This is an optimization exercise on Yosys and OpenROAD, whose aim is small area, a short achievable clock period and few clock cycles, not a production implementation.
The RTL was checked by simulation tests, not by an equivalence proof against the original design.
Power is estimated from default activity; no workload was simulated.

==> flow/design.v, too long to show whole: its modules and the start of the top module <==
// module accelerator: 1808 lines
// module day12_fa: 10 lines
// module day12_ha: 9 lines
// module day12_top: 27 lines
module day12_top #(
    parameter MAX_REGION_W = 64,
    parameter MAX_REGION_H = 64
) (
    input  wire clk,
    input  wire rst_n,
    input  wire in_valid,
    input  wire [31:0] in_data,
    output wire in_ready,
    output wire out_valid,
    output wire [31:0] out_data,
    input  wire out_ready
);
  // ...
==> flow/flow/run.sh <==
#!/bin/bash
# The standard layout (the standard.sh: standard synthesis, floorplan,
# placement, CTS, routing), with one change: the buffers that global
# placement puts on every input and output port are buf_2 cells instead of
# the cell buffer_ports picks by default.
set -euo pipefail
export BUFFER_PORTS_ARGS="-buffer_cell sky130_fd_sc_hd__buf_2"
bash standard.sh > standard.log 2>&1
==> flow/standard.sh <==
#!/bin/bash
# synth_recipe.tcl (not shown) runs the flow's synth.tcl, then flattens the netlist and writes it again
# the make line also repeats each setting of config.mk as NAME=value (left out here)
make -C /OpenROAD-flow-scripts/flow DESIGN_CONFIG=/design/flow/config.mk WORK_HOME=/design/flow/orfs CLKGATE_MAP_FILE= SYNTH_SCRIPT=/design/flow/synth_recipe.tcl "${@:-finish}"
==> flow/config.mk <==
export PLATFORM = sky130hd
export DESIGN_NAME = day12_top
export DESIGN_NICKNAME = day12_top
export VERILOG_FILES = /design/flow/design.v
export SDC_FILE = /design/flow/constraint.sdc
export NUM_CORES = 4
export LEC_CHECK = 0
export CAP_MARGIN = 20
export CORE_MARGIN = 2
export CORE_UTILIZATION = 60
export SLEW_MARGIN = 20
export SYNTH_HIERARCHICAL = 1
==> flow/constraint.sdc <==
create_clock -name core_clock -period 14.5 [get_ports {clk}]
set_input_delay 2.9000 -clock core_clock [delete_from_list [all_inputs] [get_ports {clk}]]
set_output_delay 2.9000 -clock core_clock [all_outputs]
set_load 0.01 [all_outputs]
==> flow_summary.ini, run 1 <==
[power]
clkPwrFrac_pct = 48.6
ir_drop_uv = 115
swShare_pct = 22.6
combPwrFrac_pct = 3.8

[status]
outcome = finished clean

[critical_path]
crit_required_ns = 14.95
worst-path-stages = 6
endpoint = accel.r_end$_SDFF_PN0_
r2r_start = accel.r_data[19]$_DFF_P_
cp-start-kind = primary input

[clock_network]
cts_tree = done
clock-sinks = 295
cts_setup_buffers = 0

[global_routing]
met1_usage_pct = 42.4
antenna_found_initial = 2
use_met2_pct = 47.5
use_met3_pct = 6.10
grt_pass1_wl_um = 74900
grt_max_degree = 77

[layout]
largest_register = accel.cells
top_regs = accel.cells (64), accel.r_a (32), accel.r_data (32)
multi_input_area_um2 = 12200
area.growth.synth_to_final_pct = 9.05
buf_share_pct = 1.91
final_area_um2 = 20600

[worst_hold_path]
min_path_type = reg -> reg
min-delay-start = accel.p_end$_SDFF_PN0_

[sta]
fmax_ghz = 0.235
fin_crit_ns = 4.26

[synthesis]
synthAdderAreaFrac_pct = 30.9
muxShareOfSynthArea_pct = 5.93
synth_top_area_share_pct = 28.0

[drt]
wirelength_um = 47600

[die]
ioPinCount = 70
Testbench counts, summed over its fixed seeds: cycles 41,753.
==> inputs of run 2 (changes only) <==
--- a/flow/design.v
+++ b/flow/design.v
@@ -26,18 +26,20 @@
 reg         ovalid;
 reg  [15:0] count;
 reg  [7:0]  cells [0:7];
 reg  [31:0] r_data;
 reg  [31:0] r_a;           
 reg  [3:0]  r_a1w;
 reg         r_v;
 reg         r_wh, r_q1, r_q2, r_end;
-wire accept = in_valid & ~busy;
-assign in_ready  = ~busy;
+reg         pstall;        
+reg         nrdy;          
+wire accept = in_valid & ~nrdy;
+assign in_ready  = ~nrdy;
 assign out_valid = ovalid;
 assign out_data  = {16'd0, count};
 wire [7:0] rhc = r_data[23:16];
 wire       r_ns_zero = (r_data[15:0] == 16'd0);
 wire       r_nr_zero = (r_data[31:16] == 16'd0);
 wire [3:0] r_ns_clamp = (r_data[15:4] != 12'd0 || r_data[3]) ? 4'd8 : {1'b0, r_data[2:0]};
 reg [1:0]  nxt_phase;
 reg [2:0]  nxt_idx;
@@ -82,41 +84,40 @@
                         nxt_phase = PH_HDR;
                 end else begin
                     nxt_rsub = rsub + 2'd1;
                 end
             end
         endcase
     end
 end
-wire in_ns_zero = (in_data[15:0] == 16'd0);
-wire in_nr_zero = (in_data[31:16] == 16'd0);
-wire in_hc_zero = (in_data[23:16] == 8'd0);
 wire hdr_in_r  = r_v && (phase == PH_HDR);
 wire rdec      = r_v && (phase == PH_REG) && (rsub == 2'd2);
 wire sdec      = r_v && (phase == PH_SHDR || phase == PH_SDATA) && sdone;
 wire n_last_shape = hdr_in_r ? (r_ns_clamp == 4'd1) : (sdec ? (sleft == 4'd2) : (sleft == 4'd1));
 wire n_rl_zero = hdr_in_r ? r_nr_zero : (rdec ? (rleft == 16'd1) : (rleft == 16'd0));
 wire n_rl_one  = hdr_in_r ? (r_data[31:16] == 16'd1) : (rdec ? (rleft == 16'd2) : (rleft == 16'd1));
 wire n_wl_one  = (r_v && phase == PH_SHDR) ? (rhc[7:2] == 6'd0 && rhc[1:0] != 2'd0) || (rhc == 8'd4)
                                            : ((r_v && phase == PH_SDATA) ? (wl == 7'd2) : (wl == 7'd1));
 wire n_reg = (nxt_phase == PH_REG);
 wire t_wh = accept & n_reg & (nxt_rsub == 2'd0);
 wire t_q1 = accept & n_reg & (nxt_rsub == 2'd1);
 wire t_q2 = accept & n_reg & (nxt_rsub == 2'd2);
 reg  end_if;
 always @(*) begin
     case (nxt_phase)
-        PH_HDR:   end_if = in_ns_zero & in_nr_zero;
-        PH_SHDR:  end_if = in_hc_zero & n_last_shape & n_rl_zero;
+        PH_HDR, PH_SHDR: end_if = 1'b0;
         PH_SDATA: end_if = n_wl_one & n_last_shape & n_rl_zero;
         default:  end_if = (nxt_rsub == 2'd2) & n_rl_one;
     endcase
 end
-wire t_end = accept & end_if;
+wire t_end   = accept & end_if;
+wire t_maybe = accept & ((nxt_phase == PH_HDR) | ((nxt_phase == PH_SHDR) & n_last_shape & n_rl_zero));
+wire late_end = pstall & ((phase == PH_HDR) ? (r_ns_zero & r_nr_zero) : (rhc == 8'd0));
+wire busy_nxt = t_end | late_end | (busy & ~(ovalid & out_ready));
 integer i;
 wire [31:0] a_in = ({32{t_wh}} & {in_data[7:0], in_data[15:8], 8'd0, in_data[23:16]})
                  | ({32{t_q1}} & {cells[3], cells[2], cells[1], cells[0]})
                  | ({32{t_q2}} & {cells[7], cells[6], cells[5], cells[4]});
 always @(posedge clk) begin
     r_data <= in_data;
     r_a    <= a_in;
     r_a1w  <= {4{t_wh}} & in_data[27:24];
@@ -127,26 +128,27 @@
     rleft <= nxt_rleft;
     rsub  <= nxt_rsub;
     if (r_v && phase == PH_SHDR)
         cells[idx] <= rhc;
     if (!rst_n) begin
         phase <= PH_HDR;
         r_v   <= 1'b0;
         busy  <= 1'b0;
+        pstall <= 1'b0;
+        nrdy  <= 1'b0;
         r_wh <= 1'b0; r_q1 <= 1'b0; r_q2 <= 1'b0; r_end <= 1'b0;
         for (i = 0; i < 8; i = i + 1)
             cells[i] <= 8'd0;
     end else begin
         r_v <= accept;
         r_wh <= t_wh; r_q1 <= t_q1; r_q2 <= t_q2; r_end <= t_end;
-        if (t_end)
-            busy <= 1'b1;
-        else if (ovalid && out_ready)
-            busy <= 1'b0;
+        busy   <= busy_nxt;
+        pstall <= t_maybe;
+        nrdy   <= busy_nxt | t_maybe;
     end
 end
 wire wh = r_wh;
 wire [7:0] by0 = r_data[7:0];
 wire [7:0] by1 = r_data[15:8];
 wire [7:0] by2 = r_data[23:16];
 wire [7:0] by3 = r_data[31:24];
 wire [7:0] a0 = r_a[7:0];
@@ -1579,17 +1581,17 @@
     sg1_18 <= gm731;
     sm1_18 <= pp380;
     sg1_19 <= gm732;
     sm1_19 <= ms691;
     p_big <= big;
     if (!rst_n) begin
         p_wh <= 1'b0; p_q2 <= 1'b0; p_end <= 1'b0;
     end else begin
-        p_wh <= r_wh; p_q2 <= r_q2; p_end <= r_end;
+        p_wh <= r_wh; p_q2 <= r_q2; p_end <= r_end | late_end;
     end
 end
 reg  [19:0] acc;
 wire [19:0] sum_s, sum_c;
 wire bh1;
 wire bk2;
 wire bs3;
 wire bc4;
==> flow/config.mk (replaced) <==
export PLATFORM = sky130hd
export DESIGN_NAME = day12_top
export DESIGN_NICKNAME = day12_top
export VERILOG_FILES = /design/flow/design.v
export SDC_FILE = /design/flow/constraint.sdc
export NUM_CORES = 4
export LEC_CHECK = 0
export CAP_MARGIN = 20
export CORE_MARGIN = 2
export CORE_UTILIZATION = 60
export CTS_BUF_LIST = sky130_fd_sc_hd__clkbuf_8
export CTS_CLUSTER_DIAMETER = 60
export CTS_CLUSTER_SIZE = 20
export SLEW_MARGIN = 20
export SYNTH_HIERARCHICAL = 1
==> flow_summary.ini, run 2 <==
[global_routing]
overflow = 0
grt_pass1_wl_um = 75200
groute.usage.overall_pct = 30.2
antenna_found_initial = 1
grt_pass1_vias = 12700
grt_max_degree = 78

[layout]
largest_reg_flops = 64
drive_gt1_share_pct = 8.99
layout_common_cells = 290 x and2_1, 266 x dfxtp_1, 250 x fa_1
nNetsFinal = 2074
final_common_cell = and2_1
top_regs = accel.cells (64), accel.r_a (32), accel.r_data (32)
n_fill_cell = 2532
final_util_pct = 64.3
area.growth.synth_to_final_pct = 6.42
finalNonFillerCells = 2150
largest_register = accel.cells

[clock_network]
cts_tree = done
clock-sinks = 297
cts_resized = 0
htree_num_levels = 1
numCtsBuffers = 28
clk_latency_ns = 0.60
clock_path_buffers = 3
clkTransAtPathRegs_ns = 0.11
cts_root_buffer = clkbuf_8
cts_setup_buffers = 0
cts_hold_buf = 0

[critical_path]
crit_type = reg -> reg
end_kind = flop
rr_endpoint = accel.satf$_DFFE_PP_
critical_path_arrival_ns = 4.70
r2r_start = accel.sg0_2$_DFF_P_
r2r_slack_ns = 10.15
cp-start-kind = flop
critPathMaxFanout = 5
r2r_cells = 13
crit_required_ns = 14.86

[synthesis]
yosys_warnings = 7
synth_seq_cells = 297
synth_top_family_by_area = adder cells
seq_area_frac_synth_pct = 33.1
yosys.area_share.simple_pct = 19.6
async_reset_ff_share_pct = 0
yosysUniqueCellTypes = 74
synthCells = 1700
synthTopCellsByArea = dfxtp_1 28%, fa_1 26%, and2_1 9.6%
synth_commonest_cells = 290 x and2_1, 266 x dfxtp_1, 250 x fa_1, 117 x nor2_1, 87 x mux2i_1
muxShareOfSynthArea_pct = 5.56
synthesis.area_um2 = 18900
synth_top_cell_by_area = dfxtp_1
synth_compound_area_share_pct = 4.96
synth_top_area_share_pct = 28.2
synth_xor_area_share_pct = 3.55
synth_flop_cell = dfxtp_1
syn_avg_cell_area_um2 = 11.1
synth_edf_count = 31
synthAdderAreaFrac_pct = 30.6
yosys.cell_count.top_type = and2_1

[drt]
drtPass1Iterations = 5
vias = 12200
drtIter0Drc = 852
wl_per_cell_um = 22.3
viasPerCell = 5.67
wirelength_um = 47900
drt.antenna.violating_nets = 0
drc = 0

[sta]
timing.final.crit_share_pct = 30.0
setup_viol_count_final = 0
tightest_slew_ns = 1.12
holdWs_ns = 0.447
fin_crit_ns = 4.35
fin_tns_setup_ns = 0
slew_headroom_pct = 25.1
fmax_ghz = 0.230
slew_viol_final = 0
skew_ns = 0.0330
rsz0062_at_grt = false
hold_viol = 0

[die]
die_w_um = 182
rows = 65
dieArea_um2 = 33000
start_util_pct = 60.4
ioPinCount = 70
die_h_um = 182
design.core.area_um2 = 31300

[worst_hold_path]
min-delay-start = accel.r_q2$_SDFF_PN0_
whs_path_depth = 1
whs_endpoint = accel.p_q2$_SDFF_PN0_
min_path_type = reg -> reg

[place]
dpl.hpwl_um = 35300
place.gp.congestion = 0.873
dpl.cell_count = 2098
port_buffers = 53

[status]
outcome = finished clean

[power]
pwr_density_cell_nw_per_um2 = 75.1
ir_drop_uv = 92.8
leakage_nw = 9.21

[job]
maxCapViolCount = 0
run 2: cell types whose count changed in the layout (fill, tap and decap cells not counted), sizes merged, moves of 5 or more:
cell / delta
a21oi: +29
a22oi: -24
clkbuf: -14
inv: +5
mux2: -23
mux2i: +19
nand2: -11
nand4: +5
nor2: +22
nor4: -5
or4: -5
run 2: kinds of logic (layout without fill, tap and decap cells):
logic type	Yosys count	in the layout
compound gates	150	150
simple gates	647	647
other cells	1	17
xor+xnor	75	75
buf+inv	115	147
flops	297	297
mux	103	103
fa+ha+maj	312	312
run 2: report_power, final:
part	switching, mW	total, mW	internal (mW)
Clock	0.335	0.574	0.238
Sequential	0.0231	0.864	0.841
Combinational	0.0469	0.0728	0.0259
run 2: modules after synthesis (local to each module, per instance), a selection:
module	copies in the design	area (um2)	flip-flops and latches
day12_fa	249	20.0	0
day12_ha	24	12.5	0
run 2: how the worst max path moves through the flow:
stage,end,cells past startpoint,startpoint,slack [ns]
6_report,accel.satf$_DFFE_PP_,13,accel.sg0_2$_DFF_P_,10.15
5_1_grt,accel.satf$_DFFE_PP_,13,accel.sg0_2$_DFF_P_,9.95
4_1_cts,accel.satf$_DFFE_PP_,13,accel.sg0_2$_DFF_P_,10.20
3_5_place_dp,accel.nrdy$_SDFF_PN0_,7,in_valid,10.18
3_3_place_gp,accel.nrdy$_SDFF_PN0_,7,in_valid,10.23
2_1_floorplan,accel.nrdy$_SDFF_PN0_,6,in_valid,10.48
run 2: layout make-up:
cell class | count | area [um2] | area share [%]
multi-input combinational | 1303 | 12200 | 60.7
sequential | 297 | 6260 | 31.1
tap | 402 | 503 | 2.50
clock buffer | 31 | 427 | 2.12
timing repair buffer | 72 | 408 | 2.03
clock inverter | 20 | 221 | 1.10
inverter | 24 | 90.1 | 0.448
antenna | 1 | 2.50 | 0.0124
run 2: routing by layer:
layer / global-route usage [%] / share of wire [%] / vias up
met1: 44.6 / 46 / 6128
met3: 4.23 / 6.0 / 83
met4: 8.33 / 3.0 / 0
li1: - / - / 5588
met2: 47.1 / 45 / 384
met5: 0 / 0 / -
run 2: critical path, cell delays in order (launching register included):
cell and delay (ns):
dfxtp_1 0.32, fa_1 0.44, fa_1 0.52, fa_1 0.43, ha_1 0.38, a21o_1 0.13
a21oi_1 0.07, a21oi_1 0.21, a2bb2oi_1 0.42, a221o_1 0.28, a41oi_1 0.17, a211oi_2 0.35
xnor2_1 0.16, or2_1 0.22
run 2: through the flow:
step	cell area, um2	setup slack [ns]	total power [mW]
after global routing	20100	9.95	1.56
after floorplan	19000	10.48	0.920
after CTS	20100	10.20	1.52
after global placement	19500	10.23	0.953
final	20100	10.15	1.51
after detailed placement	19500	10.18	0.954
Testbench counts of run 2, summed over its fixed seeds: cycles 41,785.
==> inputs of run 3 (changes only) <==
--- a/flow/config.mk
+++ b/flow/config.mk
@@ -8,8 +8,5 @@
 export CAP_MARGIN = 20
 export CORE_MARGIN = 2
 export CORE_UTILIZATION = 60
-export CTS_BUF_LIST = sky130_fd_sc_hd__clkbuf_8
-export CTS_CLUSTER_DIAMETER = 60
-export CTS_CLUSTER_SIZE = 20
 export SLEW_MARGIN = 20
 export SYNTH_HIERARCHICAL = 1
==> flow_summary.ini, run 3 <==
[power]
p_int_mw = 1.38
swShare_pct = 22.8
power_mw = 1.79
clkPwrFrac_pct = 47.7
pwr_density_cell_nw_per_um2 = 87.1
combPwrFrac_pct = 4.1
switchingPower_mw = 0.409
power.share.sequential_pct = 48.2
ir_drop_uv = 98.1
leakage_nw = 9.45

[sta]
timing.final.crit_share_pct = 29.7
fin_tns_setup_ns = 0
holdWs_ns = 0.435
fin_ws_ns = 10.19
slew_headroom_pct = 24.9
fin_crit_ns = 4.31
fmax_ghz = 0.232
setup_viol_count_final = 0
slew_viol_final = 0
tightest_slew_ns = 1.12
hold_viol = 0
skew_ns = 0.0277
rsz0062_at_grt = false

[clock_network]
cts_root_buffer = clkbuf_16
cts_tree = done
cts_resized = 0
clock_path_buffers = 3
clock-sinks = 297
cts_setup_buffers = 0
cts_hold_buf = 0
clkTransAtPathRegs_ns = 0.06
clk_latency_ns = 0.52
htree_num_levels = 2
numCtsBuffers = 34

[critical_path]
end_kind = flop
critPathMaxFanout = 5
cp-start-kind = flop
path_common_cell = fa_1
crit_type = reg -> reg
cp_cell_sequence = fa_1 > fa_1 > fa_1 > ha_1 > a21o_1 > a21oi_1 > a21oi_1 > a2bb2oi_1 > a221o_1 > a41oi_1 > a211oi_2 > xnor2_1 > or2_1
crit_family = adder cells
crit_required_ns = 14.76
path_buf_inv = 0
critical_path_arrival_ns = 4.57
crit_slowest_cell = fa_1
r2r_slack_ns = 10.19
critPathMaxStageDelay_ns = 0.53

[drt]
wl_per_cell_um = 22.5
wirelength_um = 48400
drc = 0
drtPass1Iterations = 6
viasPerCell = 5.68
drt.antenna.violating_nets = 0
vias = 12300
drtIter0Drc = 769

[synthesis]
yosysUniqueCellTypes = 74
yosys.cell_count.top_type = and2_1
synthCells = 1700
synth_flop_cell = dfxtp_1
syn_avg_cell_area_um2 = 11.1
synth_seq_cells = 297
synth_top_cell_by_area = dfxtp_1
synthTopCellsByArea = dfxtp_1 28%, fa_1 26%, and2_1 9.6%
seq_area_frac_synth_pct = 33.1
yosys_warnings = 7
synth_top_area_share_pct = 28.2
synth_commonest_cells = 290 x and2_1, 266 x dfxtp_1, 250 x fa_1, 117 x nor2_1, 87 x mux2i_1
async_reset_ff_share_pct = 0
synthesis.area_um2 = 18900
synth_edf_count = 31

[global_routing]
grt_pass1_wl_um = 75800
groute.usage.overall_pct = 30.6
grt_pass1_vias = 12900
antenna_found_initial = 1
grt_max_degree = 78
overflow = 0

[place]
place.gp.congestion = 0.873
dpl.hpwl_um = 35300
dpl.cell_count = 2098
placed_area_um2 = 19500
dp_slack_ns = 10.18
port_buffers = 53

[layout]
area.growth.synth_to_final_pct = 8.91
top_regs = accel.cells (64), accel.r_a (32), accel.r_data (32)
largest_register = accel.cells
final_area_um2 = 20600
final_util_pct = 65.8
finalNonFillerCells = 2157
nNetsFinal = 2080
final_common_cell = and2_1
n_fill_cell = 2466
layout_common_cells = 290 x and2_1, 266 x dfxtp_1, 250 x fa_1
diodes = 0
largest_reg_flops = 64
drive_gt1_share_pct = 9.17

[die]
start_util_pct = 60.4
rows = 65
design.core.area_um2 = 31300
die_w_um = 182
ioPinCount = 70
dieArea_um2 = 33000
die_h_um = 182

[worst_hold_path]
min_path_type = reg -> reg

[status]
outcome = finished clean

[job]
maxCapViolCount = 0
[run 3: kinds of logic (layout without fill, tap and decap cells)]
kind of cell | after synthesis | after routing | share of synthesized area [%]
AO/OA/AOI/OAI | 150 | 150 | 4.96
buffers and inverters | 115 | 155 | 2.63
other | 1 | 16 | 0.0198
adder cells (fa/ha/maj) | 312 | 312 | 30.6
multiplexers | 103 | 103 | 5.56
flip-flops | 297 | 297 | 33.1
AND/OR/NAND/NOR | 647 | 647 | 19.6
XOR/XNOR | 75 | 75 | 3.55
[run 3: worst paths after layout]
path / endpoint / start / cells after the start
max: accel.satf$_DFFE_PP_ / accel.sg0_2$_DFF_P_ / 13
min: accel.p_q2$_SDFF_PN0_ / accel.r_q2$_SDFF_PN0_ / 1
min reg2reg: accel.p_q2$_SDFF_PN0_ / accel.r_q2$_SDFF_PN0_ / 1
max reg2reg: accel.satf$_DFFE_PP_ / accel.sg0_2$_DFF_P_ / 13
[run 3: worst reg2reg max path, stage by stage, from the launching register on]
cell	delay (ns)
dfxtp_1	0.31
fa_1	0.44
fa_1	0.53
fa_1	0.42
ha_1	0.38
a21o_1	0.14
a21oi_1	0.07
a21oi_1	0.21
a2bb2oi_1	0.40
a221o_1	0.27
a41oi_1	0.17
a211oi_2	0.35
xnor2_1	0.16
or2_1	0.22
[run 3: layout make-up]
type,instances,area [um2],share of cell area [%]
Sequential cell,297,6260,30.4
Timing Repair Buffer,72,408,1.98
Clock buffer,47,1030,5.02
Multi-Input combinational cell,1303,12200,59.3
Inverter,24,90.1,0.437
Tap cell,402,503,2.44
Clock inverter,12,87.6,0.425
[run 3: power by group through the flow]
| stage | clock network [mW] | logic, mW | registers (mW) |
|---|---|---|---|
| after global placement | 0 | 0.0711 | 0.882 |
| after floorplan | 0 | 0.0517 | 0.868 |
| after detailed placement | 0 | 0.0717 | 0.882 |
| after CTS | 0.868 | 0.0723 | 0.864 |
| after global routing | 0.904 | 0.0797 | 0.866 |
| final | 0.855 | 0.0732 | 0.865 |
[run 3: routing by layer]
metal	vias to the layer above	share of wire, %	GRT usage (%)
met3	101	7.2	5.62
li1	5601	-	-
met4	0	3.3	9.76
met2	426	45	47.4
met5	-	0	0
met1	6122	45	44.0
[run 3: per-module statistics from Yosys (local to each module, per instance), excerpt]
module,flip-flops and latches,cell area [um2]
day12_fa,0,20.0
day12_ha,0,12.5
==> inputs of run 4 (changes only) <==
--- a/flow/config.mk
+++ b/flow/config.mk
@@ -8,5 +8,7 @@
 export CAP_MARGIN = 20
 export CORE_MARGIN = 2
 export CORE_UTILIZATION = 60
+export CTS_CLUSTER_DIAMETER = 80
+export CTS_CLUSTER_SIZE = 24
 export SLEW_MARGIN = 20
 export SYNTH_HIERARCHICAL = 1
==> flow_summary.ini, run 4 <==
[place]
dpl.hpwl_um = 35300
placed_area_um2 = 19500
port_buffers = 53
dpl.cell_count = 2098
place.gp.congestion = 0.873
dp_slack_ns = 10.18

[status]
outcome = finished clean

[sta]
hold_viol = 0
holdWs_ns = 0.444
timing.final.crit_share_pct = 29.8
fmax_ghz = 0.232
fin_tns_setup_ns = 0
slew_viol_final = 0
fin_crit_ns = 4.32
rsz0062_at_grt = false
fin_ws_ns = 10.18
tightest_slew_ns = 1.12
setup_viol_count_final = 0
skew_ns = 0.0311
slew_headroom_pct = 25.0

[die]
dieArea_um2 = 33000
design.core.area_um2 = 31300
die_w_um = 182
rows = 65
start_util_pct = 60.4
die_h_um = 182
ioPinCount = 70

[drt]
drt.antenna.violating_nets = 0
drtIter0Drc = 827
vias = 12200
wl_per_cell_um = 22.5
drc = 0
wirelength_um = 48000
drtPass1Iterations = 5
viasPerCell = 5.72

[synthesis]
yosys.cell_count.top_type = and2_1
synthesis.area_um2 = 18900
synth_flop_cell = dfxtp_1
syn_avg_cell_area_um2 = 11.1
synthTopCellsByArea = dfxtp_1 28%, fa_1 26%, and2_1 9.6%
synth_seq_cells = 297
yosys_warnings = 7
yosysUniqueCellTypes = 74
synth_edf_count = 31
async_reset_ff_share_pct = 0
synth_top_area_share_pct = 28.2
seq_area_frac_synth_pct = 33.1
synth_commonest_cells = 290 x and2_1, 266 x dfxtp_1, 250 x fa_1, 117 x nor2_1, 87 x mux2i_1
synthCells = 1700
synth_top_cell_by_area = dfxtp_1

[global_routing]
grt_max_degree = 78
antenna_found_initial = 1
overflow = 0
grt_pass1_wl_um = 75100
groute.usage.overall_pct = 30.1
grt_pass1_vias = 12600

[clock_network]
cts_tree = done
clock-sinks = 297
cts_resized = 0
cts_root_buffer = clkbuf_16
htree_num_levels = 1
numCtsBuffers = 19
clk_latency_ns = 0.52
cts_setup_buffers = 0
clock_path_buffers = 3
clkTransAtPathRegs_ns = 0.10
cts_hold_buf = 0

[critical_path]
critical_path_arrival_ns = 4.60
startpoint = accel.sg0_2$_DFF_P_
rr_endpoint = accel.satf$_DFFE_PP_
r2r_cells = 13
crit_required_ns = 14.78
r2r_slack_ns = 10.18
end_kind = flop
critPathMaxFanout = 5
r2r_start = accel.sg0_2$_DFF_P_
cp-start-kind = flop
crit_type = reg -> reg

[layout]
nNetsFinal = 2065
diodes = 0
n_fill_cell = 2531
area.growth.synth_to_final_pct = 6.31
final_util_pct = 64.2
final_area_um2 = 20100
layout_common_cells = 290 x and2_1, 266 x dfxtp_1, 250 x fa_1
finalNonFillerCells = 2130
largest_reg_flops = 64
top_regs = accel.cells (64), accel.r_a (32), accel.r_data (32)
final_common_cell = and2_1
drive_gt1_share_pct = 7.75
largest_register = accel.cells

[worst_hold_path]
whs_path_depth = 1
whs_endpoint = accel.ovalid$_SDFFE_PN0P_
min-delay-start = accel.f_end$_SDFF_PN0_
min_path_type = reg -> reg

[job]
maxCapViolCount = 0

[power]
leakage_nw = 9.19
power_mw = 1.52
pwr_density_cell_nw_per_um2 = 75.6
ir_drop_uv = 86.9
## run 4: cell counts after synthesis
Identical to the previous run, type by type.
## run 4: power by group
group	switching (mW)	internal [mW]
combinational	0.0470	0.0259
sequential	0.0232	0.841
clock	0.307	0.276
## run 4: routing by layer
metal / routed length (um) / global-route usage (%) / part of all wire [%] / vias to the layer above
met5: 0 / 0 / 0 / -
met4: 1210 / 7.32 / 2.5 / 0
met3: 2740 / 3.57 / 5.7 / 72
met2: 21800 / 47.6 / 45 / 371
met1: 22300 / 44.8 / 46 / 6186
li1: - / - / - / 5553
## run 4: modules after synthesis (local to each module, per instance), excerpt
module	times used	cells	cell area, um2	flops+latches
day12_fa	249	1	20.0	0
day12_ha	24	1	12.5	0
## run 4: worst max-delay path, stage by stage, from the launching register on
cell	delay (ns)
dfxtp_1	0.33
fa_1	0.44
fa_1	0.52
fa_1	0.42
ha_1	0.38
a21o_1	0.13
a21oi_1	0.07
a21oi_1	0.20
a2bb2oi_1	0.41
a221o_1	0.28
a41oi_1	0.17
a211oi_2	0.35
xnor2_1	0.16
or2_1	0.22
## run 4: cell families after synthesis
kind of cell    share of synthesized area, %
mux                                     5.56
simple gates                            19.6
other cells                           0.0198
buf+inv                                 2.63
flops                                   33.1
xor+xnor                                3.55
compound gates                          4.96
fa+ha+maj                               30.6
## run 4: how the worst max path moves through the flow
stage	endpoint	slack, ns	depth (start not counted)
3_3_place_gp	accel.nrdy$_SDFF_PN0_	10.23	7
2_1_floorplan	accel.nrdy$_SDFF_PN0_	10.48	6
4_1_cts	accel.satf$_DFFE_PP_	10.20	13
3_5_place_dp	accel.nrdy$_SDFF_PN0_	10.18	7
6_report	accel.satf$_DFFE_PP_	10.18	13
5_1_grt	accel.satf$_DFFE_PP_	9.95	13
## run 4: final cells by class
class	instances	area, um2	share of cell area (%)
clock inverters	8	136	0.678
inverters	24	90.1	0.448
repair buffers	72	408	2.03
flip-flops and latches	297	6260	31.1
multi-input cells	1303	12200	60.8
clock buffers	24	494	2.46
well taps	402	503	2.50

==> re-timing with driven ports <==
Ports are ideal in the flow. The routed layouts listed here were re-timed in OpenROAD.
Step 1 assumes that a clkbuf_16 drives the clock port and a buf_2 every other input.
Step 2, shift: input delay + t, output delay - t, t = (earliest + latest rising clock arrival at the registers) / 2. This alone moves slack from input paths to output paths.
a / b / c = ideal / step 1 / step 2; a / b = the first two.
run | t, ns | setup WS [ns] | slew at the worst register clock pin (ns)
run 1 | 0.562 | 10.236 / 10.270 / 9.708 | 0.06 / 0.06
run 2 | 0.639 | 10.152 / 10.152 / 10.152 | 0.12 / 0.12
run 3 | 0.563 | 10.189 / 10.189 / 10.189 | 0.06 / 0.06
run 4 | 0.560 | 10.181 / 10.181 / 10.181 | 0.10 / 0.10
After both steps setup and hold are still met in every run listed. For run 1, which loses most, drivers alone change the setup slack by +0.034 ns; drivers and shift together by -0.528 ns.
